This is an optimization exercise on Yosys and OpenROAD, whose aim is small area, a short achievable clock period and few clock cycles, not a production implementation. The RTL was checked by simulation tests, not by an equivalence proof against the original design.

==> flow/design.v, too long to show whole: its modules and the start of the top module <==
// module SNN: 1213 lines
module SNN(
	clk,
	rst_n,
	in_valid,
	img,
	ker,
	weight,
	out_valid,
	out_data
);
  // ...
==> flow/flow/run.sh <==
#!/bin/bash
# The standard layout with one netlist pass between synthesis and floorplan:
# flow/invopt.py folds away the inverters that Yosys's full-adder extraction
# leaves between full adder cells (a full adder is self-dual, so adders are
# flipped to need fewer inverters, and simple gates swapped for their
# complementary cells). Registers and all other cells are kept.
# Each tool writes its full output to its own log in this folder.
set -euo pipefail
R=orfs/results/${FLOW_PLATFORM}/SNN/base
bash standard.sh synth > synth.log 2>&1
cp "$R/1_2_yosys.v" 1_2_yosys.before_invopt.v
python3 flow/invopt.py "$R/1_2_yosys.v" > invopt.log 2>&1
rm -f "$R/1_synth.odb" "$R/1_synth.sdc"
# repair aims at a setup slack of 10 ns (the clock period is unchanged)
bash standard.sh finish SETUP_SLACK_MARGIN=10 > layout.log 2>&1
==> flow/flow/invopt.py <==
#!/usr/bin/env python3
"""Removes the inverters that Yosys's full-adder extraction leaves between
full adder cells. A full adder is self-dual (FA(~a,~b,~c) = ~FA(a,b,c) on
both outputs), so each full adder may be flipped: its inputs and outputs
change polarity. Flips are chosen by local search to minimise the number of
signals whose complement is needed; a simple gate whose loads all want its
complement is swapped for its complementary cell (and2 <-> nand2, ...);
then every remaining inverter is rebuilt, one per signal that needs its
complement. Registers and all other cells are kept as they are.
usage: invopt.py netlist.v  (rewrites the file in place)"""
import re, sys

path = sys.argv[1]
src = open(path).read()
m = re.search(r'^(.*?\bmodule\s+\S+\s*\(.*?\);)(.*)(\bendmodule\b.*)$', src, re.S)
head, body, tail = m.group(1), m.group(2), m.group(3)

OUTS = {'X', 'Y', 'Q', 'Q_N', 'SUM', 'COUT', 'HI', 'LO'}
stmts = [s for s in body.split(';')]
decls, insts, others = [], [], []
inst_re = re.compile(r'^\s*(sky130_fd_sc_hd__\w+)\s+(\S+)\s*\((.*)\)\s*$', re.S)
pin_re = re.compile(r'\.(\w+)\s*\(\s*(.*?)\s*\)\s*(?:,|$)', re.S)
for s in stmts:
    t = re.sub(r'\(\*.*?\*\)', '', s).strip()
    if not t:
        continue
    mi = inst_re.match(t)
    if mi:
        pins = [(p, n.strip()) for p, n in pin_re.findall(mi.group(3))]
        insts.append([mi.group(1), mi.group(2), pins])
    elif re.match(r'^(input|output|inout|wire|reg)\b', t):
        decls.append(t)
    else:
        others.append(t)

# nets referenced outside cell pins (ports, assigns) stay as they are
port_nets = set()
for d in decls:
    if d.startswith('output') or d.startswith('input'):
        pass
fixed_text = ' '.join(others)

driver = {}
for idx, (typ, name, pins) in enumerate(insts):
    for p, n in pins:
        if p in OUTS:
            driver[n] = (idx, p)

def is_inv(idx):
    return insts[idx][0].startswith('sky130_fd_sc_hd__inv_')

out_ports = set()
for d in decls:
    mo = re.match(r'^output\s+(?:\[(\d+):(\d+)\]\s*)?(\S+)', d)
    if mo:
        if mo.group(1):
            for b in range(int(mo.group(2)), int(mo.group(1)) + 1):
                out_ports.add(f'{mo.group(3)}[{b}]')
        else:
            out_ports.add(mo.group(3))

def keep_inv(idx):
    y = dict(insts[idx][2])['Y']
    return y in out_ports or y in fixed_text

def root(n):
    """(root net, parity) following removable inverters"""
    par = 0
    seen = 0
    while n in driver and is_inv(driver[n][0]) and not keep_inv(driver[n][0]) and seen < 100:
        n = dict(insts[driver[n][0]][2])['A']
        par ^= 1
        seen += 1
    return n, par

# consumers: (inst idx, pin, root, parity)
cons = []
for idx, (typ, name, pins) in enumerate(insts):
    if is_inv(idx) and not keep_inv(idx):
        continue
    for p, n in pins:
        if p in OUTS:
            continue
        r, par = root(n)
        cons.append([idx, p, r, par])

fa = [i for i, (t, _, _) in enumerate(insts) if t.startswith('sky130_fd_sc_hd__fa_')]
fa_set = set(fa)
flip = {i: 0 for i in fa}

def drv_flip(r):
    d = driver.get(r)
    if d and d[0] in fa_set:
        return flip[d[0]]
    return 0

# simple gates that have a complementary cell with the same inputs: a root
# driven by one whose consumers all want the complement is swapped instead
INV_AREA = 3.75
PAIRS = [('and2_1','nand2_1',6.26,3.75,'X','Y'), ('or2_1','nor2_1',6.26,3.75,'X','Y'),
    ('xor2_1','xnor2_1',8.76,8.76,'X','Y'), ('and3_1','nand3_1',6.26,5.00,'X','Y'),
    ('or3_1','nor3_1',6.26,5.00,'X','Y'), ('nor2b_1','or2b_1',6.26,7.51,'Y','X'),
    ('nand2b_1','and2b_1',6.26,7.51,'Y','X'), ('a21o_1','a21oi_1',7.51,5.00,'X','Y'),
    ('o21a_1','o21ai_1',7.51,5.00,'X','Y'), ('o21a_1','o21ai_0',7.51,5.00,'X','Y'),
    ('a22o_1','a22oi_1',8.76,7.51,'X','Y'), ('o22a_1','o22ai_1',8.76,6.26,'X','Y'),
    ('a31o_1','a31oi_1',8.76,6.26,'X','Y'), ('a211o_1','a211oi_1',8.76,7.51,'X','Y'),
    ('o211a_1','o211ai_1',10.01,7.51,'X','Y'), ('mux2_1','mux2i_1',11.26,10.01,'X','Y'),
    ('and4_1','nand4_1',8.76,6.26,'X','Y'), ('or4_1','nor4_1',7.51,6.26,'X','Y'),
    ('a21bo_1','a21boi_0',10.01,7.51,'X','Y'), ('o21ba_1','o21bai_1',10.01,7.51,'X','Y'),
    ('a2bb2o_1','a2bb2oi_1',10.01,8.76,'X','Y'), ('o2bb2a_1','o2bb2ai_1',10.01,8.76,'X','Y'),
    ('a32o_1','a32oi_1',10.01,8.76,'X','Y'), ('o31a_1','o31ai_1',8.76,7.51,'X','Y'),
    ('o32a_1','o32ai_1',10.01,8.76,'X','Y'), ('a311o_1','a311oi_1',10.01,8.76,'X','Y'),
    ('o311a_1','o311ai_0',10.01,8.76,'X','Y'), ('a41o_1','a41oi_1',10.01,8.76,'X','Y'),
    ('o41a_1','o41ai_1',11.26,8.76,'X','Y'), ('a221o_1','a221oi_1',10.01,8.76,'X','Y'),
    ('o221a_1','o221ai_1',11.26,8.76,'X','Y'), ('a2111o_1','a2111oi_0',11.26,8.76,'X','Y'),
    ('o2111a_1','o2111ai_1',11.26,8.76,'X','Y'), ('and3b_1','nand3b_1',8.76,7.51,'X','Y'),
    ('or3b_1','nor3b_1',8.76,7.51,'X','Y'), ('and4b_1','nand4b_1',10.01,8.76,'X','Y'),
    ('or4b_1','nor4b_1',10.01,8.76,'X','Y')]
# cell -> (complementary cell, its output pin here, output pin there, area change)
SWAP = {}
for a, b, aa, ab, oa, ob in PAIRS:
    pa, pb = 'sky130_fd_sc_hd__' + a, 'sky130_fd_sc_hd__' + b
    SWAP.setdefault(pa, (pb, oa, ob, ab - aa))
    SWAP.setdefault(pb, (pa, ob, oa, aa - ab))
def swappable(r):
    d = driver.get(r)
    return d is not None and insts[d[0]][0] in SWAP and r not in out_ports and r not in fixed_text

by_root = {}
for c in cons:
    by_root.setdefault(c[2], []).append(c)
def comp_state(r):
    """(state, area): 0 no consumer wants the complement; 1 some do (an
    inverter); 2 all do and swapping the driver for its complementary cell
    costs less than an inverter"""
    f = drv_flip(r)
    es = [par ^ f ^ (flip[idx] if idx in fa_set else 0) for idx, p, rr, par in by_root[r]]
    if not any(es):
        return 0, 0.0
    if all(es) and swappable(r):
        d = SWAP[insts[driver[r][0]][0]][3]
        if d < INV_AREA:
            return 2, d
    return 1, INV_AREA
PHASE = [1]
def need_comp(r):
    st, a = comp_state(r)
    if PHASE[0] == 1:
        # first phase: count inverters only, any swap is free
        if st == 0:
            return 0.0
        f = drv_flip(r)
        es = [par ^ f ^ (flip[idx] if idx in fa_set else 0) for idx, p, rr, par in by_root[r]]
        return 0.0 if (all(es) and swappable(r)) else 1.0
    return a
def cost_around(i):
    roots = set()
    for p, n in insts[i][2]:
        if p in OUTS:
            roots.add(n)
        else:
            roots.add(root(n)[0])
    return sum(need_comp(r) for r in roots if r in by_root), roots

before = sum(need_comp(r) for r in by_root)
def descend():
    rounds = 0
    improved = True
    while improved and rounds < 50:
        improved = False
        rounds += 1
        for i in fa:
            c0, roots = cost_around(i)
            flip[i] ^= 1
            c1 = sum(need_comp(r) for r in roots if r in by_root)
            if c1 < c0 - 1e-9:
                improved = True
            else:
                flip[i] ^= 1
    return rounds
import random
rng = random.Random(1)
def search(trials):
    descend()
    best = (sum(need_comp(r) for r in by_root), dict(flip))
    for trial in range(trials):
        # perturb the best solution and descend again
        for i in fa:
            flip[i] = best[1][i]
        for i in rng.sample(fa, max(1, len(fa) // 10)):
            flip[i] ^= 1
        descend()
        c = sum(need_comp(r) for r in by_root)
        if c < best[0] - 1e-9:
            best = (c, dict(flip))
    for i in fa:
        flip[i] = best[1][i]
search(300)
PHASE[0] = 2
before = len([i for i in range(len(insts)) if is_inv(i)]) * INV_AREA
search(100)
after = sum(need_comp(r) for r in by_root)

# rebuild: remove removable inverters, one new inverter per root needing its complement
comp_net = {}
new_insts = []
swapped = set()
k = 0
for r in sorted(by_root):
    if comp_state(r)[0] == 2:
        swapped.add(r)
        comp_net[r] = r
    elif comp_state(r)[0] == 1:
        k += 1
        nn = f'_invopt_n{k}_'
        comp_net[r] = nn
        new_insts.append(['sky130_fd_sc_hd__inv_1', f'_invopt_{k}_', [('A', r), ('Y', nn)]])
newpins = {}
for idx, p, r, par in cons:
    e = par ^ drv_flip(r) ^ (flip[idx] if idx in fa_set else 0)
    newpins[(idx, p)] = comp_net[r] if e else r
out = []
for idx, (typ, name, pins) in enumerate(insts):
    if is_inv(idx) and not keep_inv(idx):
        continue
    ps = [(p, newpins.get((idx, p), n)) for p, n in pins]
    outnets = [n for p, n in pins if p in OUTS]
    if outnets and outnets[0] in swapped:
        ntyp, po, pn, _ = SWAP[typ]
        typ = ntyp
        ps = [(pn if p == po else p, n) for p, n in ps]
    out.append([typ, name, ps])
out += new_insts

def net(n):
    return n + ' ' if n.startswith('\\') else n
lines = [head]
for d in decls:
    lines.append('  ' + d + ' ;')
for d in new_insts:
    lines.append(f'  wire {d[2][1][1]};')
for typ, name, ps in out:
    conn = ',\n    '.join(f'.{p}({net(n)})' for p, n in ps)
    lines.append(f'  {typ} {net(name)}(\n    {conn}\n  );')
for o in others:
    lines.append('  ' + o + ' ;')
lines.append(tail)
open(path, 'w').write('\n'.join(lines) + ('\n' if not tail.endswith('\n') else ''))
ninv = sum(1 for i in range(len(insts)) if is_inv(i))
print(f'invopt: area of inverters and swaps {before:.1f} -> {after:.1f} um2; {ninv} inverters before, {len(new_insts)} after '
      f'({sum(1 for i in range(len(insts)) if is_inv(i) and keep_inv(i))} kept on ports); '
      f'{sum(flip.values())} of {len(fa)} full adders flipped; {len(swapped)} gates swapped')
==> flow/standard.sh <==
#!/bin/bash
# synth_recipe.tcl (not shown) runs the flow's synth.tcl, then flattens the netlist and writes it again
# the make line also repeats each setting of config.mk as NAME=value (left out here)
make -C /OpenROAD-flow-scripts/flow DESIGN_CONFIG=/design/flow/config.mk WORK_HOME=/design/flow/orfs CLKGATE_MAP_FILE= SYNTH_SCRIPT=/design/flow/synth_recipe.tcl "${@:-finish}"
==> flow/config.mk <==
export PLATFORM = sky130hd
export DESIGN_NAME = SNN
export DESIGN_NICKNAME = SNN
export VERILOG_FILES = /design/flow/design.v
export SDC_FILE = /design/flow/constraint.sdc
export NUM_CORES = 4
export LEC_CHECK = 0
export CAP_MARGIN = 50
export CORE_MARGIN = 2
export CORE_UTILIZATION = 60
export CTS_BUF_LIST = sky130_fd_sc_hd__clkbuf_16
export CTS_CLUSTER_DIAMETER = 60
export CTS_CLUSTER_SIZE = 24
export SLEW_MARGIN = 70
==> flow/constraint.sdc <==
create_clock -name core_clock -period 15.0 [get_ports {clk}]
set_input_delay 3.0000 -clock core_clock [delete_from_list [all_inputs] [get_ports {clk}]]
set_output_delay 3.0000 -clock core_clock [all_outputs]
set_load 0.01 [all_outputs]
==> key figures, run 1 <==
Global route
  • Met3 usage: 4.54%
  • Largest net degree at the start of global routing: 45

Setup path
  • Top cell by count, worst path: fa_1
  • WP depth: 13
  • Setup crit end: tqa[8]
  • CP arrival: 5.32 ns
  • Slowest CP cell: dfrtp_4
  • CP startpoint: e2

Final layout
  • Finished Layout Cells: 3,580
  • Most frequent cells in the layout: fa_1, dfxtp_1, nor2_1
  • ClkCell Share: 4.23%
  • Top flop regs: lb: 96 flops, k: 72 flops
  • Count of multi-input combinational gates: 1,933
  • Register Area: 13,800 um^2
  • Clock buf count: 46
  • Inverter count: 182
  • Top reg by flops: lb

Yosys
  • Syn_area_per_cell: 12.0 um^2

Min path
  • Hold Path End: lb[8][3]

Drt
  • Max Used Layer: met4

Clock tree
  • Setup bufs post-CTS: 1

Run status
  • Outcome: timing/DRC/antenna clean

Floorplanning
  • Tapcell Cnt: 704
Testbench counts, summed over its fixed seeds: cycles 25,288.
==> run 2: changes to the inputs <==
--- a/flow/design.v
+++ b/flow/design.v
@@ -67,17 +67,17 @@
 wire [7:0] pt = lb[11];
 wire [7:0] pm = lb[5];
 wire [7:0] pb = px;
 wire [7:0] k0 = k[0], k1 = k[1], k2 = k[2], k3 = k[3], k4 = k[4],
            k5 = k[5], k6 = k[6], k7 = k[7], k8 = k[8];
 reg  [7:0] q3;
 reg  [7:0] mx [0:1];
 reg  [7:0] ab_a, ab_b;
-reg        ep, e0, e1, e2, e3, e4;    
+reg        ep, eq, e0, e1, e2, e3, e4;    
 wire [7:0] l10 = lb[10], l11 = lb[11], l4 = lb[4], l5 = lb[5];
 reg        pj1, qj1, pacc, qrqd, qrp;
 wire [2:0] ncol = v1 ? (col1 == 5 ? 3'd0 : col1 + 1) : col1;    
 wire [7:0] pta = e0 ? ab_a : e2 ? mx[0] : pj1 ? l11 : l10;
 wire [7:0] ptb = e0 ? ab_b : e2 ? 8'd0  : pj1 ? l5 : l4;
 wire [7:0] pka = (e0 || e2) ? w[0] : pj1 ? k1 : k0;
 wire [7:0] pkb = e0 ? w[2] : pj1 ? k4 : k3;
 wire [7:0] qta = e1 ? ab_a : e2 ? mx[0] : qj1 ? l10 : l11;
@@ -886,18 +886,17 @@
 assign {vq_178, vq_177} = {1'b0, vq_112} + {1'b0, vq_143} + {1'b0, vq_142};
 wire vq_179, vq_180;
 assign {vq_180, vq_179} = {1'b0, accq[16]} + {1'b0, vq_145} + {1'b0, vq_144};
 wire vq_181 = accq[17] ^ vq_146;
 wire vq_182 = accq[17] & vq_146;
 wire [19:0] vq_183 = {1'b0, accq[18], vq_181, vq_179, vq_177, vq_175, vq_173, vq_171, vq_169, vq_167, vq_165, vq_163, vq_161, vq_159, vq_157, vq_155, vq_153, vq_151, vq_149, vq_113};
 wire [19:0] vq_184 = {1'b0, vq_182, vq_180, vq_178, vq_176, vq_174, vq_172, vq_170, vq_168, vq_166, vq_164, vq_162, vq_160, vq_158, vq_156, vq_154, vq_152, vq_150, vq_148, vq_147};
 assign RQ_n = vq_183 + vq_184;
-wire       bq = e2 && gty;
-wire [7:0] vb = bq ? qp[12:5] : pool;
+wire [7:0] vb = pool;
 always @(posedge clk) begin
 	tpa <= tpa_n; tpb <= tpb_n;
 	tqa <= tqa_n; tqb <= tqb_n;
 	RP <= RP_n;
 	RPd <= RP;
 	RQ <= RQ_n;
 	RQd <= RQ[18:0];
 	pbot <= e0 ? 8'd0 : e2 ? vb : (ncol >= 4) ? px : img;
@@ -907,21 +906,22 @@
 	pj1 <= ncol == 3 || ncol == 4;
 	qj1 <= ncol == 0 || ncol == 1;
 	pacc <= (ncol == 4 || ncol == 5) && !e0 && !e2;
 	qrqd <= (ncol == 3 || ncol == 4) && !e1 && !e2;
 	qrp <= !(ncol == 3 || ncol == 4) && !e1 && !e2;
 end
 always @(posedge clk or negedge rst_n) begin
 	if(!rst_n) begin
-		ep <= 0; e0 <= 0; e1 <= 0; e2 <= 0; e3 <= 0; e4 <= 0;
+		ep <= 0; eq <= 0; e0 <= 0; e1 <= 0; e2 <= 0; e3 <= 0; e4 <= 0;
 	end
 	else begin
 		ep <= v1 && row1 == 5 && col1 == 4;
-		e0 <= ep;
+		eq <= ep;
+		e0 <= eq;
 		e1 <= e0;
 		e2 <= e1;
 		e3 <= e2;
 		e4 <= e3;
 	end
 end
 reg        v2;
 reg [1:0]  c2, r2;
@@ -941,17 +941,16 @@
 	else begin
 		v2 <= (v1 && row1 >= 2 && col1 >= 3) || p5;
 		p5 <= v1 && row1 >= 2 && col1 == 5;
 	end
 end
 wire [21:0] qys;
 reg  [11:0] qy;
 wire [14:0] qp;
-wire       gt2;
 wire [7:0] pool;
 wire qa_1 = cv[0] ^ cv[8];
 wire qa_2 = cv[0] & cv[8];
 wire qa_3 = cv[1] ^ cv[9];
 wire qa_4 = cv[1] & cv[9];
 wire qa_5 = cv[2] ^ cv[10];
 wire qa_6 = cv[2] & cv[10];
 wire qa_7 = cv[3] ^ cv[11];
@@ -1039,29 +1038,22 @@
 wire qb_54 = qy[9] & qb_30;
 wire qb_55 = qy[10] ^ 1'b1;
 wire qb_56 = qy[10] & 1'b1;
 wire qb_57 = qy[11] ^ 1'b1;
 wire qb_58 = qy[11] & 1'b1;
 wire [14:0] qb_59 = {1'b1, qb_57, qb_55, qb_53, qb_51, qb_49, qb_47, qb_45, qb_43, qb_41, qb_39, qb_37, qb_35, qb_33, ~qy[7]};
 wire [14:0] qb_60 = {qb_58, qb_56, qb_54, qb_52, qb_50, qb_48, qb_46, qb_44, qb_42, qb_40, qb_38, qb_36, qb_34, qb_32, qb_31};
 assign qp = qb_59 + qb_60;
-reg [19:0] mr;
-wire first2 = !r2[0] && !c2[0];
-assign gt2 = cv > mr;
-always @(posedge clk) begin
-	if(v2 && c2[1] && (first2 || gt2)) mr <= cv;
-end
-reg       vy, v3, gty;
+reg       vy, v3;
 reg [1:0] cy, ry, c3, r3;
 always @(posedge clk) begin
 	qy <= qys[20:9];
 	cy <= c2;
 	ry <= r2;
-	gty <= gt2;
 	q3 <= qp[12:5];
 	c3 <= cy;
 	r3 <= ry;
 end
 always @(posedge clk or negedge rst_n) begin
 	if(!rst_n) begin
 		vy <= 0;
 		v3 <= 0;
==> run 2 against run 1 <==
Compared with the run above:
- fmax decreased by 0.70%
- register-to-register slack got worse by 0.03 ns
- cell area decreased by 2.2%
- hold slack improved by 0.0089 ns
- sequential cell count decreased by 20
- clock skew decreased by 0.020 ns
- worst setup slack got worse by 0.034 ns
- first-iteration DRC count increased by 2.9%
- critical path type unchanged
==> key figures, run 2 <==
Placed design
  • DP Cell Count: 3,409 (was 3,484)
  • Gpl congestion: 0.869 (was 0.943)
  • Detailed Place HPWL: 62.6 mm (was 63.7 mm)
  • Buffers on Ports: 37 (unchanged)

STA
  • Final Critical Period: 4.89 ns (was 4.85 ns)
  • Measured slew at the worst slew-check pin: 0.475 ns (was 0.446 ns)
  • Unrepaired setup endpoints after global routing: false (unchanged)
  • Number of setup violations in the final report: 0 (unchanged)
  • Max_slew headroom: 68.3% (was 69.4%)
  • Fin. Hold Viols: 0 (unchanged)
  • Max-slew violations: 0 (unchanged)
  • Fmax: 205 MHz (was 206 MHz)
  • Tcrit/Tclk final: 32.6% (was 32.4%)
  • TNS Setup: 0 ns (unchanged)
  • Fin Clk Skew: 0.0277 ns (was 0.0478 ns)

Global route
  • Number of global-route vias before repair: 21,700 (was 21,800)
  • Initial antenna violation count: 5 (unchanged)
  • Grt ovf: 0 (unchanged)
  • Largest net degree at the start of global routing: 45 (unchanged)
  • GR Util met2: 48.0% (was 47.1%)
  • Gr usage total: 29.6% (was 29.0%)
  • Met3 usage: 4.37% (was 4.54%)
  • Met1 global-route usage: 41.9% (was 40.8%)
  • First-pass GRT wire length: 125 mm (was 124 mm)
  • GRT busiest layer: met2 (unchanged)

Setup path
  • Slowest CP cell: fa_1 (was dfrtp_4)
  • Max stage delay on crit path: 0.53 ns (was 0.54 ns)
  • Top cell by count, worst path: fa_1 (unchanged)
  • Crit. End Element: flip-flop (unchanged)
  • CP delay by family, top: adder cells (unchanged)
  • CP required: 15.47 ns (about the same)
  • Critical path peak fanout: 13 (was 19)
  • CP bufs+invs: 5 (was 3)
  • CP Class: reg2reg (unchanged)
  • CP arrival: 5.35 ns (was 5.32 ns)
  • Startpoint types: flip-flop (unchanged)
  • Worst-path cell chain: buf_16, clkinvlp_4, buf_12, buf_12, nor2_1, a211oi_2, a21oi_4, or2_2, fa_1, inv_1, fa_1, fa_1, fa_1, fa_1, fa_1 (was inv_1, buf_12, nor2_1, a211oi_2, a21oi_2, or2_2, fa_1, inv_1, fa_1, fa_1, fa_1, fa_1, fa_1)

Clock tree
  • Clock buffer depth: 3 (unchanged)
  • Clock latency (worst-skew pair): 0.61 ns (was 0.63 ns)
  • CTS H-tree lvls: 2 (unchanged)
  • Reg clk slew, reported paths: 0.09 ns (was 0.10 ns)
  • Sink Count: 561 (was 581)
  • TritonCTS clock tree: yes (unchanged)
  • Number of CTS-inserted buffers: 44 (unchanged)
  • Clock Tree Root: clkbuf_16 (unchanged)

Final layout
  • Area of the multi-input gates: 18,900 um^2 (was 19,400 um^2)
  • Register Area: 13,200 um^2 (was 13,800 um^2)
  • Finished Layout Cells: 3,521 (was 3,580)
  • Fill count: 3,816 (was 4,085)
  • Top reg by flops: lb (unchanged)
  • Max reg flops: 96 (unchanged)
  • Commonest non-fill, non-tap cell in the layout: fa_1 (unchanged)
  • Share of cells above drive strength 1: 14.3% (was 14.2%)
  • Top flop regs: lb: 96 flops, k: 72 flops (unchanged)
  • Final Util: 69.2% (was 68.0%)
  • Area delta synth->final: 13.7% (was 12.6%)
  • Most frequent cells in the layout: fa_1, dfxtp_1, nor2_1 (unchanged)
  • Final #Nets: 3,407 (was 3,468)

Floorplanning
  • Chip height: 235 um (was 239 um)
  • Die width: 235 um (was 239 um)
  • Initial Util: 60.9% (was 60.4%)
  • Row count: 84 (was 86)
  • Core box area: 52,700 um^2 (was 54,800 um^2)
  • Full die area: 55,300 um^2 (was 57,100 um^2)
  • IO Count: 38 (unchanged)

Drt
  • Via count: 20,700 (was 20,900)
  • WL final: 80.8 mm (was 80.4 mm)
  • Antenna Nets Post-Route: 0 (unchanged)
  • DRC viols: 0 (unchanged)
  • Vias per cell: 5.88 (was 5.83)
  • Drt first pass iters: 6 (was 5)
  • DR iter-0 viols: 1,473 (was 1,432)
  • Wirelength per Cell: 23.0 um (was 22.5 um)

Yosys
  • Syn Nets: 3,295 (was 3,381)
  • Syn_area_per_cell: 11.9 um^2 (was 12.0 um^2)
  • Post-Synthesis Cells: 2,684 (was 2,751)
  • Synthesized area: 32,100 um^2 (was 33,100 um^2)
  • Warnings from Yosys: 5 (unchanged)

Run status
  • Outcome: timing/DRC/antenna clean (unchanged)

Job
  • Max-capacitance violation count: 0 (unchanged)

Min path
  • Class of the worst hold path: reg2reg (unchanged)
[run 2: area by class of cell]
type	instances	share of cell area, %
Multi-Input combinational cell	1909	51.9
Antenna cell	1	0.00687
Inverter	154	1.60
Clock inverter	36	1.31
Clock buffer	46	3.16
Timing Repair Buffer	126	3.37
Tap cell	688	2.36
Sequential cell	561	36.3
[run 2: path summary, 6_finish.rpt]
path                       slack (ns)  depth (start not counted)         to  startpoint
hold reg to reg                  0.33                          0  lb[10][3]    lb[9][3]
hold / removal                   0.33                          0  lb[10][3]    lb[9][3]
setup / recovery                10.11                         15     tpa[8]          e2
min in group asynchronous        2.28                          1    col1[1]       rst_n
max in group asynchronous       12.36                          1         e4       rst_n
setup reg to reg                10.11                         15     tpa[8]          e2
[run 2: through the flow]
stage	worst slack [ns]	hold slack, ns	cell area, um^2
floorplan	10.40	0.310	32100
global placement	9.10	0.310	33200
detailed placement	9.59	0.312	34200
CTS	10.01	0.329	35900
global route	10.0	0.331	36400
finish	10.11	0.327	36400
[run 2: timing repair]
item | 4_1_cts | 5_1_grt
endpoints found under the setup margin | 22 | 16
gates resized for setup | 13 | 18
gates cloned | 1 | 5
pin swaps | 0 | 11
setup buffers | 2 | 17
hold buffers | 0 | 0
[run 2: layer usage]
| layer | part of all wire, % | up-vias |
|---|---|---|
| li1 | - | 9327 |
| met1 | 43 | 10600 |
| met2 | 48 | 635 |
| met3 | 6.8 | 128 |
| met4 | 2.7 | 2 |
| met5 | 0.022 | - |
Testbench counts of run 2, summed over its fixed seeds: cycles 25,608.

==> what the ideal ports hide <==
How much do the figures lean on ideal ports? The routed layouts below were timed once more, with nothing changed but the port constraints. Step 1, drivers: a clkbuf_16 drives clk and a buf_2 each remaining input, both assumed. Step 2, shift: input delay + t, output delay - t, t = (earliest + latest rising clock arrival at the registers) / 2. This alone moves slack from input paths to output paths. Slacks: ideal ports / drivers / drivers and shift; pairs: ideal ports / drivers.
| run | t, ns | setup WS [ns] | worst setup path after step 2 | worst data-port slew with drivers (ns) |
|---|---|---|---|---|
| run 1 | 0.667 | 10.145 / 10.145 / 10.145 | register to register | 0.05 |
| run 2 | 0.659 | 10.111 / 10.111 / 10.111 | register to register | 0.05 |
After both steps every run listed still meets setup and hold.
